Context: an optimization exercise on an open-source flow, tuned for small area, a short achievable clock period and few clock cycles. The choices shown serve that exercise and are no tape-out recipe. No functional check of the RTL was part of any run shown here. Power and IR drop assume default switching activity.

<file path="flow/config.mk">
export PLATFORM = sky130hd
export DESIGN_NAME = IntegracaoModulos
export DESIGN_NICKNAME = IntegracaoModulos
export VERILOG_FILES = /design/flow/design.v
export SDC_FILE = /design/flow/constraint.sdc
export NUM_CORES = 4
export LEC_CHECK = 0
export CAP_MARGIN = 20
export CORE_MARGIN = 2
export CORE_UTILIZATION = 40
export SETUP_SLACK_MARGIN = 5
export SLEW_MARGIN = 20
</file>
<file path="flow/constraint.sdc">
create_clock -name core_clock -period 9.0 [get_ports {clock}]
set_input_delay 1.8000 -clock core_clock [delete_from_list [all_inputs] [get_ports {clock}]]
set_output_delay 1.8000 -clock core_clock [all_outputs]
set_load 0.01 [all_outputs]
</file>
<file path="flow/design.v">
module ULA (
	input  [15:0] A,
	input  [15:0] B,
	input  [4:0]  OP,
	output reg [15:0] RESU,
	output O,
	output C,
	output S,
	output Z
);
	wire [15:0] Y = OP[1] ? {16{OP[2]}} : (B ^ {16{OP[2]}});
	wire [16:0] SOMA = {1'b0, A} + {1'b0, Y} + {16'd0, OP[0]};
	wire arit_ok = (OP[2:0] != 3'b010) && (OP[2:0] != 3'b111);
	wire C_arit = SOMA[16] ^ (OP[2] & ~OP[1]);
	assign O = (A[15] == Y[15]) && (SOMA[15] != A[15]);
	wire um = (OP[3:0] == 4'b1111);
	wire [15:0] LOGICA;
	genvar i;
	generate
		for (i = 0; i < 16; i = i + 1) begin : g_logica
			assign LOGICA[i] = OP[{~B[i], ~A[i]}] && (i == 0 || !um);
		end
	endgenerate
	always @(*) begin
		if (OP[4])
			RESU = LOGICA;
		else if (!OP[3])
			RESU = arit_ok ? SOMA[15:0] : 16'd0;
		else if (OP[2:0] == 3'b000)
			RESU = {A[14:0], 1'b0};
		else if (OP[2:0] == 3'b001)
			RESU = {A[15], A[15:1]};
		else
			RESU = 16'd0;
	end
	assign C = OP[3] ? (OP[0] ? A[0] : A[15]) : C_arit;
	assign S = RESU[15];
	assign Z = (RESU == 16'd0);
endmodule
module Registrador_Flags(
	input clock,
	input reset,
	input habilita,
	input [4:0] controleOperacao,
	input Z, C, S, O,
	output reg [3:0] ZCSO       
);
	always @(posedge clock) begin
		if (reset)
			ZCSO <= 4'b0000;
		else if (habilita) begin
			case (controleOperacao)
				5'b10000: ZCSO[0] <= Z;
				5'b01000, 5'b01001: begin
					ZCSO[0] <= Z; ZCSO[1] <= C; ZCSO[2] <= S;
				end
				5'b00000, 5'b00001, 5'b00011,
				5'b00100, 5'b00101, 5'b00110: begin
					ZCSO <= {O, S, C, Z};
				end
				5'b10001, 5'b10010,
				5'b10100, 5'b10101, 5'b10110, 5'b10111,
				5'b11000, 5'b11001, 5'b11010, 5'b11011,
				5'b11100, 5'b11101, 5'b11110: begin
					ZCSO[0] <= Z; ZCSO[2] <= S;
				end
				default: ;
			endcase
		end
	end
endmodule
module TesteFlagsTemporario(
	input [3:0] RFlag_ZCSO,
	input [3:0] condicao,
	input Ver_Fal,
	output reg saida
);
	always @(*) begin
		case (condicao)
			4'b0100: saida = ~(Ver_Fal ^ RFlag_ZCSO[2]);
			4'b0101: saida = ~(Ver_Fal ^ RFlag_ZCSO[0]);
			4'b0110: saida = ~(Ver_Fal ^ RFlag_ZCSO[1]);
			4'b0111: saida = (~(Ver_Fal ^ RFlag_ZCSO[2])) | (~(Ver_Fal ^ RFlag_ZCSO[0]));
			4'b0000: saida = Ver_Fal;
			4'b0011: saida = ~(Ver_Fal ^ RFlag_ZCSO[3]);
			default: saida = 1'b0;
		endcase
	end
endmodule
module Extensor(
	input [15:0] instrucao,
	output [15:0] desloc
);
	assign desloc = instrucao[13] ? {{4{instrucao[11]}}, instrucao[11:0]}    
	                              : {{8{instrucao[7]}}, instrucao[7:0]};     
endmodule
module Banco_Registro (
	input clock,
	input Hab_Lo,
	input Hab_Hi,
	input [2:0] Sel_E,
	input [15:0] E,
	input [2:0] Sel_A,
	input [2:0] Sel_B,
	output [15:0] A,
	output [15:0] B
);
	reg [127:0] registro;    
	integer i;
	always @(posedge clock)
		for (i = 0; i < 8; i = i + 1) begin
			if (Hab_Lo && Sel_E == i)
				registro[16*i +: 8] <= E[7:0];
			if (Hab_Hi && Sel_E == i)
				registro[16*i+8 +: 8] <= E[15:8];
		end
	assign A = registro[16*Sel_A +: 16];
	assign B = registro[16*Sel_B +: 16];
endmodule
module IntegracaoModulos(
	input clock,
	input reset,
	output [15:0] imem_addr,
	input  [15:0] imem_data,
	output [15:0] dmem_addr,
	output [15:0] dmem_wdata,
	output dmem_we,
	input  [15:0] dmem_rdata,
	output halted
);
	reg [15:0] PC;         
	reg [15:0] IR_D, IR_E;
	reg        vD, vE;     
	reg [15:0] RA, RB;     
	reg [15:0] ALT;        
	reg        halted_r;
	wire [1:0] fmt = IR_E[15:14];
	wire [4:0] op  = IR_E[10:6];
	wire [15:0] RESU;
	wire Z, C, S, O, salto;
	wire [3:0] ZCSO;
	wire e_alu   = (fmt == 2'b10);
	wire e_store = e_alu && (op == 5'b01011);
	wire e_load  = e_alu && (op == 5'b01010);
	wire e_cond  = (IR_E[15:13] == 3'b000);
	wire e_jreg  = (IR_E[15:12] == 4'b0011);
	wire e_jal   = e_jreg && !IR_E[11];
	wire e_halt  = (IR_E == 16'h2FFF);
	wire redirE  = vE && ((e_cond && (salto != IR_E[7])) || e_jreg);
	wire [15:0] tgtE = e_jreg ? RB : ALT;
	wire [2:0] Sel_E = e_jal ? 3'd6 : IR_E[13:11];
	reg  [15:0] E;
	always @(*) begin
		case (fmt)
			2'b01:   E = {{5{IR_E[10]}}, IR_E[10:0]};
			2'b11:   E = {IR_E[7:0], IR_E[7:0]};
			2'b10:   E = e_load ? dmem_rdata : RESU;
			default: E = ALT;
		endcase
	end
	wire escreve = vE && ((fmt == 2'b01) || (e_alu && !e_store) || e_jal);
	wire hab_lo = escreve || (vE && fmt == 2'b11 && !IR_E[10]);
	wire hab_hi = escreve || (vE && fmt == 2'b11 && IR_E[10]);
	ULA ULA(.A(RA), .B(RB), .OP(op), .RESU(RESU), .O(O), .C(C), .S(S), .Z(Z));
	Registrador_Flags Registrador_Flags(
		.clock(clock), .reset(reset), .habilita(vE && e_alu), .controleOperacao(op),
		.Z(Z), .C(C), .S(S), .O(O), .ZCSO(ZCSO)
	);
	TesteFlagsTemporario TesteFlagsTemporario(
		.RFlag_ZCSO(ZCSO), .condicao(IR_E[11:8]), .Ver_Fal(IR_E[12]), .saida(salto)
	);
	assign dmem_addr  = RA;
	assign dmem_wdata = RB;
	assign dmem_we    = vE && e_store;
	assign halted     = halted_r || (vE && e_halt);
	wire [2:0] Sel_A = IR_D[5:3];
	wire [2:0] Sel_B = IR_D[2:0];
	wire [15:0] A, B, desloc;
	Banco_Registro Banco_Registro(
		.clock(clock), .Hab_Lo(hab_lo), .Hab_Hi(hab_hi), .Sel_E(Sel_E), .E(E),
		.Sel_A(Sel_A), .Sel_B(Sel_B), .A(A), .B(B)
	);
	wire fA = (Sel_A == Sel_E), fB = (Sel_B == Sel_E);
	Extensor Extensor(.instrucao(IR_D), .desloc(desloc));
	wire [15:0] tgtD = PC + desloc;
	wire d_jump  = (IR_D[15:12] == 4'b0010);
	wire d_cond  = (IR_D[15:13] == 3'b000);
	wire redirD  = vD && (d_jump || (d_cond && IR_D[7]));
	always @(posedge clock) begin
		if (reset) begin
			PC <= 16'd0;
			vD <= 1'b0;
			vE <= 1'b0;
			halted_r <= 1'b0;
		end else begin
			PC <= redirE ? tgtE : (redirD ? tgtD : PC + 16'd1);
			vD <= !(redirE || redirD);
			vE <= vD && !redirE;
			if (vE && e_halt)
				halted_r <= 1'b1;
		end
		IR_D <= imem_data;
		IR_E <= IR_D;
		ALT  <= (d_cond && !IR_D[7]) ? tgtD : PC;
		RA[7:0]  <= (fA && hab_lo) ? E[7:0]  : A[7:0];
		RA[15:8] <= (fA && hab_hi) ? E[15:8] : A[15:8];
		RB[7:0]  <= (fB && hab_lo) ? E[7:0]  : B[7:0];
		RB[15:8] <= (fB && hab_hi) ? E[15:8] : B[15:8];
	end
	assign imem_addr = PC;
endmodule
</file>
<file path="flow/run.sh">
#!/bin/bash
# synth_recipe.tcl (not shown) runs the flow's synth.tcl, then flattens the netlist and writes it again
# the make line also repeats each setting of config.mk as NAME=value (left out here)
make -C /OpenROAD-flow-scripts/flow DESIGN_CONFIG=/design/flow/config.mk WORK_HOME=/design/flow/orfs CLKGATE_MAP_FILE= SYNTH_SCRIPT=/design/flow/synth_recipe.tcl finish
</file>
==> impl_metrics.toml, run 1 <==
[timing]
rsz0062_at_grt = "yes"
slew_viol_final = 0
skew_ns = 0.01950
max_freq_mhz = 242.7
timing.hold.ws_ns = 0.3513
setup_tns_ns = 0
fin_crit_sh_pct = 45.79
fin_ws_ns = 4.879
worst_pin_slew_ns = 1.146
hold_violations = 0
finalSetupViolCount = 0
slew_headroom_pct = 22.60
timing.final.crit_period_ns = 4.121

[min_path]
hp-class = "flop to flop"
min-delay-start = "IR_D[11]"

[routing]
drt_first_pass_iters = 6
wl_per_cell_um = 22.73
via_per_inst = 5.820
drcViolationCount = 0
drt_iter0_markers = 925
routed_wl_mm = 38.33
vias = 9812
final_antenna_net_count = 0

[clock_tree]
clkSinkCount = 231
clock_latency_ns = 0.54
cts_tree = "built"
clockBufferDepth = 3
htreeDepth = 1
cts_buffers = 26
clkTransAtPathRegs_ns = 0.06
clockRootBuffer = "clkbuf_16"

[worst_setup_path]
crit_start = "IR_E[8]"
worstSetupPathType = "flop to output port"
r2r_start = "IR_E[8]"
worstPathMaxFanout = 36
end_kind = "output port"
required_ns = 7.20
arrival_ns = 2.32
cp-start-kind = "flop"

[die]
fp.dieH_um = 185.2
dieArea_mm2 = 0.03429
core_mm2 = 0.03245
top_level_ports = 84
die_w_um = 185.2
start_util_pct = 40.46
rows = 66

[power]
power_density_mw_per_mm2 = 181.5
power.leakage_nw = 5.371
max-vdd-ir-drop_mv = 0.1441

[synth]
ys_warn_count = 5
synth_top_family_by_area = "multiplexers"
synthesis.nets = 1227
synth_compound_area_share_pct = 14.47
muxShareOfSynthArea_pct = 18.19
synthArstFlopShare_pct = 0
synth-simple-area-share_pct = 12.19
synth_edf_count = 128
synth_cell_type_count = 75
synth_area_per_cell_um2 = 11.33
synth_area_mm2 = 0.01313
ys_ff_latch = 231
ys_seq_area_share_pct = 44.98
synth-main-ff-cell = "edfxtp_1"
synth_cells = 1159
synthAdderAreaFrac_pct = 3.411
synth_xor_area_share_pct = 3.469

[global_route]
antenna_found_initial = 0
grt_overflow_total = 0
grtUsageTotal_pct = 22.43
first_global_vias = 9530
grt_max_degree = 52
grt_first_pass_wirelength_mm = 57.87

[cells_and_area]
area_growth_pct = 16.98
fin_area_mm2 = 0.01536
nNetsFinal = 1291
final_layout_size_suffix_gt1_share_pct = 16.89

[place]
placedInstanceArea_mm2 = 0.01441
place_ws_ns = 4.712
place_congestion = 0.8802
dpl.hpwl_mm = 26.82
port-buffer-count = 83

[flow_run]
drv_cap = 0

[status]
status = "no timing/DRC/antenna violations"
-- layer usage --
metal	up-vias	global-route usage (%)	share of wire, %
met4	0	8.762	4.1
met2	354	37.21	48
li1	4550	-	-
met1	4818	28.90	41
met3	90	4.463	6.7
met5	-	0	0
-- power by group --
part	total [W]	internal (W)	leakage [nW]	switching, W
logic	0.000530	0.000243	2.94	0.000287
clock network	0.00102	0.000591	0.414	0.000433
registers	0.00123	0.00117	2.02	0.0000682
-- sequential cells by signal, summed over array words and instances, names as in the netlist --
register,cells
ALT,16
Banco_Registro.registro,128
IR_D,16
IR_E,16
PC,16
RA,16
RB,16
Registrador_Flags.ZCSO,4
halted_r,1
vD,1
vE,1
-- kinds of logic after synthesis --
logic type | after synthesis
adders and majority gates | 34
AOI/OAI and AO/OA | 278
buffers and inverters | 110
muxes | 134
and+or+nand+nor | 320
xor gates and xnor gates | 52
DFF | 231
-- worst max-delay path, stage by stage, from the launching register on --
cell and delay (ns):
dfxtp_1 0.32, buf_6 0.28, nand4_1 0.21, nor3_1 0.24
a21o_1 0.17, clkdlybuf4s50_1 0.55
-- cells in the final DEF, fill, tap and decap left out, types with 5 or more instances in the layout --
master / n
edfxtp_1: 128
dfxtp_1: 95
nor2_1: 83
mux4_2: 82
clkdlybuf4s50_1: 82
nand2_1: 80
a21oi_1: 79
a211oi_1: 57
nor2b_1: 52
o21ai_0: 38
xnor2_1: 37
inv_1: 35
mux2i_1: 35
ha_1: 31
clkbuf_16: 28
nor3_1: 20
buf_4: 20
mux2_2: 17
xor2_1: 15
o21a_1: 14
nand2b_1: 13
nand3_1: 12
o211ai_1: 10
and3_1: 8
a21o_1: 8
clkinv_2: 8
or2_2: 7
dfxtp_2: 6
o31ai_1: 6
or3_1: 6
a211o_1: 5
and2_1: 5
nor3_2: 5
clkbuf_1: 5
-- stage by stage --
stage               util, %  cells  power, W
CTS                   47.15   1683  0.002794
detailed placement    44.41   1633  0.001774
floorplan                 -   1159  0.001585
global route          47.32   1685  0.002894
global placement      44.41   1633  0.001770
finish                47.33   1686  0.002788
-- path summary, 6_finish.rpt --
| path | depth (start not counted) | slack (ns) | endpoint |
|---|---|---|---|
| max reg2reg | 12 | 5.22 | Banco_Registro.registro[25] |
| min | 0 | 0.35 | IR_E[11] |
| min reg2reg | 0 | 0.35 | IR_E[11] |
| max | 5 | 4.88 | halted |
-- cells in the mapped netlist (all sizes together) (5+ instances only) --
library cell	number	area (um^2)
o21a	14	105.1
a211oi	59	452.9
nand3	12	60.06
a211o	5	43.79
dfxtp	103	2062
nor2	85	319.1
nor3	25	125.1
o211ai	10	75.07
xnor2	37	324.1
mux4	82	1847
nand2	80	300.3
inv	37	138.9
ha	31	387.9
xor2	15	131.4
edfxtp	128	3844
o21ai	40	211.5
or2	8	50.05
mux2	17	191.4
buf	17	83.83
or3	6	37.54
o31ai	9	91.33
nand2b	13	81.33
and2	5	31.28
clkbuf	56	210.2
a21oi	81	405.4
nor4	5	31.28
and3	8	50.05
mux2i	35	350.3
nor2b	53	331.6
a21o	8	60.06
-- cell type report --
class	count	area [um^2]
multi-input cells	818	6847
inverters	37	141.4
repair buffers	109	1066
well taps	442	553.0
clock inverters	12	68.82
flip-flops and latches	231	5921
clock buffers	36	760.7
fillers	2925	17090
diodes	1	2.502
-- repair_timing --
action | in CTS | in global routing
buffers inserted | 2 | 2
resized for setup | 14 | 13
hold buffers | 0 | 0
endpoints found under the setup margin | 91 | 52
pin swaps | 1 | 1
==> run 2: changes to the inputs <==
==> flow/flow/run.sh (new file) <==
#!/bin/bash
set -euo pipefail
bash standard.sh SETUP_SLACK_MARGIN=${MARGIN:-6} finish > standard.log 2>&1
==> flow/standard.sh (new file) <==
#!/bin/bash
# synth_recipe.tcl (not shown) runs the flow's synth.tcl, then flattens the netlist and writes it again
# the make line also repeats each setting of config.mk as NAME=value (left out here)
make -C /OpenROAD-flow-scripts/flow DESIGN_CONFIG=/design/flow/config.mk WORK_HOME=/design/flow/orfs CLKGATE_MAP_FILE= SYNTH_SCRIPT=/design/flow/synth_recipe.tcl "${@:-finish}"
--- a/flow/config.mk
+++ b/flow/config.mk
@@ -9,4 +9,3 @@
 export CORE_MARGIN = 2
 export CORE_UTILIZATION = 40
-export SETUP_SLACK_MARGIN = 5
 export SLEW_MARGIN = 20
removed: flow/run.sh
==> impl_metrics.toml, run 2 <==
[status]
status = "no timing/DRC/antenna violations"

[timing]
hold_violations = 0
slew_viol_final = 0
rsz0062_at_grt = "yes"
skew_ns = 0.01563
fin_crit_sh_pct = 38.53
max_freq_mhz = 288.3
timing.final.crit_period_ns = 3.468
setup_tns_ns = 0
fin_ws_ns = 5.532
finalSetupViolCount = 0
slew_headroom_pct = 31.95
worst_pin_slew_ns = 1.017

[routing]
drt_iter0_markers = 981
drt_first_pass_iters = 5
top_layer_used = "met4"
wl_per_cell_um = 23.67
vias = 10575
routed_wl_mm = 42.05
wl_met2_mm = 19.82
drcViolationCount = 0
drt-met1-wl_mm = 16.88
via_per_inst = 5.954
route.met3.wl_mm = 2.910
final_antenna_net_count = 0

[power]
p_comb_share_pct = 23.8
power.leakage_nw = 6.204
p_sw_share_pct = 29.51
p_int_w = 0.002111
pwr-share-clk_pct = 35.3
pwr-share-seq_pct = 40.9
switching_power_w = 0.0008837
total_power_w = 0.002995
max-vdd-ir-drop_mv = 0.1180
power_density_mw_per_mm2 = 173.9

[die]
die_w_um = 185.2
top_level_ports = 84
start_util_pct = 40.46
core_mm2 = 0.03245
rows = 66
fp.dieH_um = 185.2
dieArea_mm2 = 0.03429

[place]
dpl.hpwl_mm = 26.74
dp.cells = 1632
port-buffer-count = 83
place_ws_ns = 4.897
placedInstanceArea_mm2 = 0.01447
place_congestion = 0.8993

[worst_setup_path]
required_ns = 7.20
cp-start-kind = "flop"
r2r_start = "IR_E[7]"
arrival_ns = 1.67
worstPathMaxFanout = 8
worstSetupPathType = "flop to output port"
end_kind = "output port"
crit_start = "IR_E[9]"

[cells_and_area]
n_antenna_cell = 0
mostFrequentLayoutCell = "edfxtp_1"
nNetsFinal = 1382
fillers = 2689
regArea_mm2 = 0.006111
fin_area_mm2 = 0.01722
fin_cells = 1776
multi_input_area_mm2 = 0.007552
mostFrequentLayoutCells = "128 x edfxtp_1, 85 x buf_4, 82 x mux4_2"
final_layout_size_suffix_gt1_share_pct = 37.78
largest_reg_flops = 128
largest-register = "Banco_Registro.registro"
area_growth_pct = 31.17

[min_path]
hp-class = "flop to flop"
min-delay-start = "IR_D[14]"

[synth]
ys_warn_count = 5
synthesis.nets = 1227
yosys.area.top_type = "edfxtp_1"
synthArstFlopShare_pct = 0
synth_area_mm2 = 0.01313
synth_cell_type_count = 75
synth_edf_count = 128
yosysTopAreaCellShare_pct = 29.27
yosysMostFrequentCell = "edfxtp_1"
synth_area_per_cell_um2 = 11.33
ys_ff_latch = 231
synth_cells = 1159
synth_area_leaders = "edfxtp_1 29%, dfxtp_1 16%, mux4_2 14%"
synth_commonest_cells = "128 x edfxtp_1, 103 x dfxtp_1, 85 x nor2_1"
ys_seq_area_share_pct = 44.98
synth-main-ff-cell = "edfxtp_1"

[clock_tree]
clkSinkCount = 231
clockRootBuffer = "clkbuf_16"
cts_buffers = 26
clockBufferDepth = 3
clkTransAtPathRegs_ns = 0.06
clock_latency_ns = 0.55
cts_tree = "built"
htreeDepth = 1

[global_route]
grt_overflow_total = 0
antenna_found_initial = 0
grt_max_degree = 37
grt_first_pass_wirelength_mm = 61.76
grtUsageTotal_pct = 24.10
first_global_vias = 10111

[flow_run]
drv_cap = 0
-- run 2: layer usage --
layer | vias to the layer above | GRT usage [%]
met4 | 0 | 10.95
met3 | 123 | 3.559
met5 | - | 0
met2 | 451 | 39.18
li1 | 4730 | -
met1 | 5271 | 31.95
-- run 2: cell families (layout without fill, tap and decap cells) --
| kind of cell | count (synthesis) | in the layout | synth area share [%] |
|---|---|---|---|
| AOI/OAI and AO/OA | 278 | 279 | 14.47 |
| xor gates and xnor gates | 52 | 52 | 3.469 |
| adders and majority gates | 34 | 34 | 3.411 |
| buffers and inverters | 110 | 284 | 3.297 |
| DFF | 231 | 231 | 44.98 |
| muxes | 134 | 134 | 18.19 |
| and+or+nand+nor | 320 | 320 | 12.19 |
-- run 2: power groups by stage --
stage | clock network (W) | logic, W | registers (W)
after global placement | 0 | 0.000522 | 0.00126
after global routing | 0.00111 | 0.000759 | 0.00123
after floorplan | 0 | 0.000368 | 0.00123
final | 0.00106 | 0.000712 | 0.00123
after CTS | 0.00107 | 0.000645 | 0.00123
after detailed placement | 0 | 0.000527 | 0.00126
-- run 2: worst max-delay path, cell delays in order (launching register included) --
cell	delay, ns
dfxtp_4	0.36
buf_12	0.12
nand4_1	0.16
nor3_2	0.21
a21o_1	0.16
buf_6	0.11
-- run 2: repair_timing --
action | 4_1_cts | 5_1_grt
hold buffers | 0 | 0
endpoints found under the setup margin | 333 | 256
setup buffers | 65 | 22
resized for setup | 350 | 102
gates cloned | 7 | 2
pin swaps | 36 | 25
-- run 2: final cells by class --
cell class                 instances  area share [%]
clock buffer                      32           4.206
tap                              442           3.211
sequential                       231           35.48
multi-input combinational        819           43.85
inverter                          37          0.9807
timing repair buffer             199           11.54
clock inverter                    16          0.7337
-- run 2: path summary, 6_finish.rpt --
check,slack [ns],cells past startpoint,to
worst max-delay path,5.53,5,halted
worst min-delay path,0.36,0,IR_E[14]
worst max register to register,5.62,15,Banco_Registro.registro[47]
worst min register to register,0.36,0,IR_E[14]
-- run 2: stage by stage --
step           hold slack [ns]  utilization, %
2_1_floorplan           0.3256               -
3_3_place_gp            0.3471           44.59
3_5_place_dp            0.3494           44.59
4_1_cts                 0.3610           51.58
5_1_grt                 0.3713           53.07
6_report                0.3650           53.07

afterwards: timing with drivers on the ports:
In the flow no input, the clock included, has a driving cell. The finished layouts below were timed again as built, in two steps.
Step 1 (the two cells are an assumption about what drives the block):
set clk [get_ports {clock}]
set_driving_cell -lib_cell sky130_fd_sc_hd__clkbuf_16 $clk
set_driving_cell -lib_cell sky130_fd_sc_hd__buf_2 [delete_from_list [all_inputs] $clk]
Step 2, shift: input delay + t, output delay - t, t = (earliest + latest rising clock arrival at the registers) / 2. This alone moves slack from input paths to output paths.
Slacks: no drivers / after step 1 / after step 2; pairs: no drivers / after step 1.
run | t (ns) | setup WS [ns] | worst data-port slew with drivers (ns) | cell pins on the clock port's net
run 1 | 0.581 | 4.879 / 4.827 / 5.215 | 0.05 | 1
run 2 | 0.593 | 5.532 / 5.477 / 5.350 | 0.04 | 1
After both steps setup and hold are still met in every run listed. The setup slack of run 2, which loses most, moves by -0.055 ns with the drivers and by -0.182 ns with both steps.
